From an optimization exercise on the open Yosys and OpenROAD flow, aimed at small area and a short achievable clock period; shortcuts taken in it are not production practice.
Where RTL was checked, it was by simulation tests only, not by an equivalence proof against the original.

// Pipeline_1
module Pipeline_1(
input clk,rst,
input [7:0]a,b,c,d,
output [7:0]out
    );
Size: ~75 flip-flops, ~42 I/O pins, roughly 0.0080 sq mm of cells after synthesis.
Settings: LEC_CHECK=0, ABC_AREA=1, CAP_MARGIN=20, CORE_MARGIN=2, CORE_UTILIZATION=60, CTS_BUF_LIST=sky130_fd_sc_hd__clkbuf_8, SLEW_MARGIN=20; clock period 36.0 ns.
run.sh (not shown) runs the stock make flow with config.mk's settings and CLKGATE_MAP_FILE= SYNTH_SCRIPT=/design/flow/synth_recipe.tcl, a recipe that flattens the netlist after the stock synthesis.
==> next run, changes <==
--- a/flow/config.mk
+++ b/flow/config.mk
@@ -11,2 +11 @@
-export CORE_UTILIZATION = 60
-export CTS_BUF_LIST = sky130_fd_sc_hd__clkbuf_8
+export CORE_UTILIZATION = 40
Global-route usage goes down by 7.2 points.
Non-clock buffer count goes down by 1.
Worst setup slack degrades by 0.048 ns.
Routed wire length goes up by about 5.6%.
Count of clock-buffer cells in the layout goes up by 1.
Final cell count goes up by 7.0%.
Design area goes up by 2.8%.
Utilization goes down by 20 points.
No run of this note included a check of the RTL's function; only the layout flow was run.

---

Setup of run A:
Pipeline_1, a different RTL version from the one above (not shown whole).
For scale: about 1300 cells after synthesis, about 75 flip-flops, ~42 I/O pins.
==> flow/design.v (excerpt) <==
module Pipeline_1(
input clk,rst,
input [7:0]a,b,c,d,
output [7:0]out
    );
clock: 36.0 ns
lec_check: 0
abc_area: 1
cap_margin: 20
core_margin: 2
core_utilization: 60
cts_buf_list: sky130_fd_sc_hd__clkbuf_8
slew_margin: 20
synth_hierarchical: 1
synth_minimum_keep_size: 0
standard.sh (not shown) runs the stock make flow with config.mk's settings and CLKGATE_MAP_FILE= SYNTH_SCRIPT=/design/flow/synth_recipe.tcl, a recipe that flattens the netlist after the stock synthesis.
==> flow/flow/run.sh <==
#!/bin/bash
# Own flow: the standard layout (standard.sh, unchanged synthesis, floorplan,
# power grid, placement, CTS and routing), except that the port buffers that
# global placement inserts are plain sky130_fd_sc_hd__buf_2 cells instead of the
# default delay-cell buffers. make's full output goes to standard.log here; ORFS
# also keeps each step's own log under orfs/logs/.
set -euo pipefail
export BUFFER_PORTS_ARGS="-buffer_cell sky130_fd_sc_hd__buf_2"
export SETUP_SLACK_MARGIN=25.25
bash standard.sh > standard.log 2>&1
Here is what was changed in the inputs of run B compared with run A.
--- a/flow/flow/run.sh
+++ b/flow/flow/run.sh
@@ -8,3 +8,2 @@
 export BUFFER_PORTS_ARGS="-buffer_cell sky130_fd_sc_hd__buf_2"
-export SETUP_SLACK_MARGIN=25.25
 bash standard.sh > standard.log 2>&1
- Run B against run A: required time of the worst setup path +7470 ps.
- Against run A, run B comes in 2.2% lower on post-route cell area.
- Run B vs run A: final-layout fill cell count up by a few percent
- Compared with run A, in run B layout cell share with drive strength beyond 1 has decreased, critical path depth has increased.
- Run A → run B: first-iteration DRC count decreased by 7.4% relative to the old numbers; number of sequential storage elements held steady.
- When run B is set beside run A, its relative area of non-clock buffer cells in the final design turns out to be 1.3 points smaller.
Here is what was changed in the inputs of run C compared with run B.
# run B
export LEC_CHECK = 0
export ABC_AREA = 1
export CAP_MARGIN = 20
export CORE_MARGIN = 2
export CORE_UTILIZATION = 60
export CTS_BUF_LIST = sky130_fd_sc_hd__clkbuf_8
export SLEW_MARGIN = 20
export SYNTH_HIERARCHICAL = 1
export SYNTH_MINIMUM_KEEP_SIZE = 0
create_clock -name core_clock -period 36.0 [get_ports {clk}]
# run C
export LEC_CHECK = 0
export ABC_AREA = 1
export CAP_MARGIN = 20
export CORE_MARGIN = 2
export CORE_UTILIZATION = 60
export CTS_BUF_LIST = sky130_fd_sc_hd__clkbuf_16
export SLEW_MARGIN = 20
export SYNTH_HIERARCHICAL = 1
export SYNTH_MINIMUM_KEEP_SIZE = 0
create_clock -name core_clock -period 36.0 [get_ports {clk}]
--- a/flow/flow/run.sh
+++ b/flow/flow/run.sh
@@ -8,2 +8,3 @@
 export BUFFER_PORTS_ARGS="-buffer_cell sky130_fd_sc_hd__buf_2"
+export SETUP_SLACK_MARGIN=25
 bash standard.sh > standard.log 2>&1
Findings:
- Compared with run B, in run C final standard cell area without fillers moved up, count of plain and timing-repair buffers in the layout now sits higher, final critical delay including setup and external delays went down 690 ps.
- Changes observed in run C relative to run B: hold slack went down 4.3 ps; count of TritonRoute iterations in the first routing pass now larger; first-pass GRT wire length picked up an extra 170 microns.
- Run C: utilization is 1.5 points higher than what run B reported.
- Diff run B..run C | instance count along the most critical hold path | unchanged
Changes in run D relative to run C:
# run C
export LEC_CHECK = 0
export ABC_AREA = 1
export CAP_MARGIN = 20
export CORE_MARGIN = 2
export CORE_UTILIZATION = 60
export CTS_BUF_LIST = sky130_fd_sc_hd__clkbuf_16
export SLEW_MARGIN = 20
export SYNTH_HIERARCHICAL = 1
export SYNTH_MINIMUM_KEEP_SIZE = 0
create_clock -name core_clock -period 36.0 [get_ports {clk}]
# run D
export LEC_CHECK = 0
export ABC_AREA = 1
export CAP_MARGIN = 20
export CORE_MARGIN = 2
export CORE_UTILIZATION = 65
export CTS_BUF_LIST = sky130_fd_sc_hd__clkbuf_8
export SLEW_MARGIN = 20
export SYNTH_HIERARCHICAL = 1
export SYNTH_MINIMUM_KEEP_SIZE = 0
create_clock -name core_clock -period 36.0 [get_ports {clk}]
[summary]
Run D has completed all stages; timing, DRC and antenna checks passed.
The filler-free cell count of the finished design of run D and that of run C are within noise of each other.
Looking at run C and run D, the wire length is a wash.
Worst-case hold slack is lower on run C
Final worst slack was lower in the run labelled run D.
Run D vs. run C: clock buffer instance count of the final layout went up by 2.
Cmp run C and run D / global-route usage / lower: run C
diff inputs: run D => run E
# run D
export LEC_CHECK = 0
export ABC_AREA = 1
export CAP_MARGIN = 20
export CORE_MARGIN = 2
export CORE_UTILIZATION = 65
export CTS_BUF_LIST = sky130_fd_sc_hd__clkbuf_8
export SLEW_MARGIN = 20
export SYNTH_HIERARCHICAL = 1
export SYNTH_MINIMUM_KEEP_SIZE = 0
create_clock -name core_clock -period 36.0 [get_ports {clk}]
# run E
export LEC_CHECK = 0
export ABC_AREA = 1
export CAP_MARGIN = 20
export CORE_MARGIN = 2
export CORE_UTILIZATION = 60
export CTS_BUF_LIST = sky130_fd_sc_hd__clkbuf_8
export SLEW_MARGIN = 20
export SYNTH_HIERARCHICAL = 1
export SYNTH_MINIMUM_KEEP_SIZE = 0
create_clock -name core_clock -period 36.0 [get_ports {clk}]
==> flow/flow/run.sh <==
#!/bin/bash
# Own flow: the standard layout (standard.sh, unchanged synthesis, floorplan,
# power grid, placement, CTS and routing), except that the port buffers that
# global placement inserts are plain sky130_fd_sc_hd__buf_1 cells instead of the
# default delay-cell buffers. make's full output goes to standard.log here; ORFS
# also keeps each step's own log under orfs/logs/.
set -euo pipefail
export BUFFER_PORTS_ARGS="-buffer_cell sky130_fd_sc_hd__buf_1"
export SETUP_SLACK_MARGIN=25
bash standard.sh > standard.log 2>&1
Findings:
Flip-flop and latch count came out exactly the same in run E and run D. Taking run D as the reference, in run E data arrival time at the worst-slack endpoint barely changed; area of the multi-input gates climbed 19 sq um.

---

Starting RTL as in the previous note.
// Pipeline_1
module Pipeline_1(
input clk,rst,
input [7:0]a,b,c,d,
output [7:0]out
    );
clock: 36.0 ns
lec_check: 0
abc_area: 1
cap_margin: 20
core_margin: 2
core_utilization: 60
cts_buf_list: sky130_fd_sc_hd__clkbuf_8
gpl_timing_driven: 1
place_density: 0.75
slew_margin: 20
synth_hierarchical: 1
synth_minimum_keep_size: 0
==> flow/flow/run.sh <==
#!/bin/bash
# Own flow: the standard layout (standard.sh, run whole and unchanged:
# synthesis with the standard flow's synthesis script, floorplan, power grid, tap cells,
# placement, CTS and routing) with two settings passed through the environment:
#  - the port buffers that global placement inserts on every input and output
#    are sky130_fd_sc_hd__buf_2 cells instead of the default delay-cell buffers;
#  - timing repair (repair_timing in floorplan, CTS and global route) aims for a
#    setup slack of 25 ns at the design's 36 ns clock, so it sizes up the
#    slowest paths; the clock period and constraints are the design's.
# make's full output goes to standard.log here; ORFS also keeps each step's own
# log under orfs/logs/.
set -euo pipefail
export BUFFER_PORTS_ARGS="-buffer_cell sky130_fd_sc_hd__buf_2"
export SETUP_SLACK_MARGIN=25
bash standard.sh > standard.log 2>&1
==> next run, changes <==
==> flow/flow/run.sh (replaced) <==
#!/bin/bash
# Own flow: the standard layout (standard.sh, unchanged synthesis, floorplan,
# power grid, placement, CTS and routing), except that the port buffers that
# global placement inserts are plain sky130_fd_sc_hd__buf_2 cells instead of the
# default delay-cell buffers. make's full output goes to standard.log here; ORFS
# also keeps each step's own log under orfs/logs/.
set -euo pipefail
export BUFFER_PORTS_ARGS="-buffer_cell sky130_fd_sc_hd__buf_2"
export SETUP_SLACK_MARGIN=25.5
bash standard.sh > standard.log 2>&1
--- a/flow/config.mk
+++ b/flow/config.mk
@@ -13,2 +12,0 @@
-export GPL_TIMING_DRIVEN = 1
-export PLACE_DENSITY = 0.75
Core utilization climbs by 1.0 points.
Final area climbs by about 1.6%.
Sequential cell count stays the same.
Hold slack is about the same.
Die area does not change.
First-iteration DRC count shrinks by about 25%.
Wire length increases by 2.0%.
==> next run, changes <==
--- a/flow/flow/run.sh
+++ b/flow/flow/run.sh
@@ -9 +9 @@
-export SETUP_SLACK_MARGIN=25.5
+export SETUP_SLACK_MARGIN=26
Result: The changed run passed the timing, design-rule and antenna checks. Wire length grows by 11%. Area after synthesis does not change. Sequential share of layout area shrinks by 1.2 points. Worst setup slack improved by 0.083 ns. Global-route usage went up by 0.12 points. Clock-buffer cell count does not change.
==> next run, changes <==
--- a/flow/flow/run.sh
+++ b/flow/flow/run.sh
@@ -9 +9 @@
-export SETUP_SLACK_MARGIN=26
+export SETUP_SLACK_MARGIN=25
--- a/flow/config.mk
+++ b/flow/config.mk
@@ -12 +12 @@
-export CTS_BUF_LIST = sky130_fd_sc_hd__clkbuf_8
+export CTS_BUF_LIST = sky130_fd_sc_hd__clkbuf_4 sky130_fd_sc_hd__clkbuf_8
Non-clock buffer count went down by 45.
Cell area falls by 11%.
Clock-buffer cell count rises by 3.
Critical path depth stays the same.
Cell count falls by 3.5%.

-- re-timing with driven ports --
No port has a modelled driver above. Below, the same layouts with a new extraction and two added sets of constraints. Step 1 assumes that a clkbuf_16 drives the clock port and a buf_2 every other input. Step 2, shift: input delay + t, output delay - t, t = (earliest + latest rising clock arrival at the registers) / 2. This alone moves slack from input paths to output paths. Slacks: no drivers / after step 1 / after step 2; pairs: no drivers / after step 1.
run	shift t [ns]	slack for setup (ns)	worst hold slack (ns)	clock arrival spread, ns
the first run of note 1	0.395	21.875 / 21.842 / 22.237	0.330 / 0.330 / 0.330	0.011 / 0.012
the second run of note 1	0.380	21.828 / 21.787 / 22.167	0.325 / 0.325 / 0.325	0.005 / 0.005
run A	0.395	26.175 / 26.140 / 26.430	0.330 / 0.330 / 0.330	0.015 / 0.015
run B	0.395	25.512 / 25.512 / 25.512	0.330 / 0.330 / 0.330	0.017 / 0.017
run C	0.376	26.199 / 26.160 / 26.344	0.326 / 0.326 / 0.326	0.009 / 0.010
run D	0.405	26.128 / 26.091 / 26.272	0.333 / 0.333 / 0.333	0.013 / 0.013
run E	0.396	26.143 / 26.107 / 26.338	0.329 / 0.329 / 0.329	0.012 / 0.012
the first run of note 3	0.393	26.131 / 26.131 / 26.131	0.333 / 0.333 / 0.333	0.009 / 0.009
the second run of note 3	0.396	26.167 / 26.133 / 26.487	0.330 / 0.330 / 0.330	0.016 / 0.016
the third run of note 3	0.398	26.250 / 26.215 / 26.452	0.330 / 0.330 / 0.330	0.020 / 0.020
the fourth run of note 3	0.396	26.173 / 26.138 / 26.363	0.330 / 0.330 / 0.330	0.016 / 0.016
After both steps setup and hold are still met in every run listed.
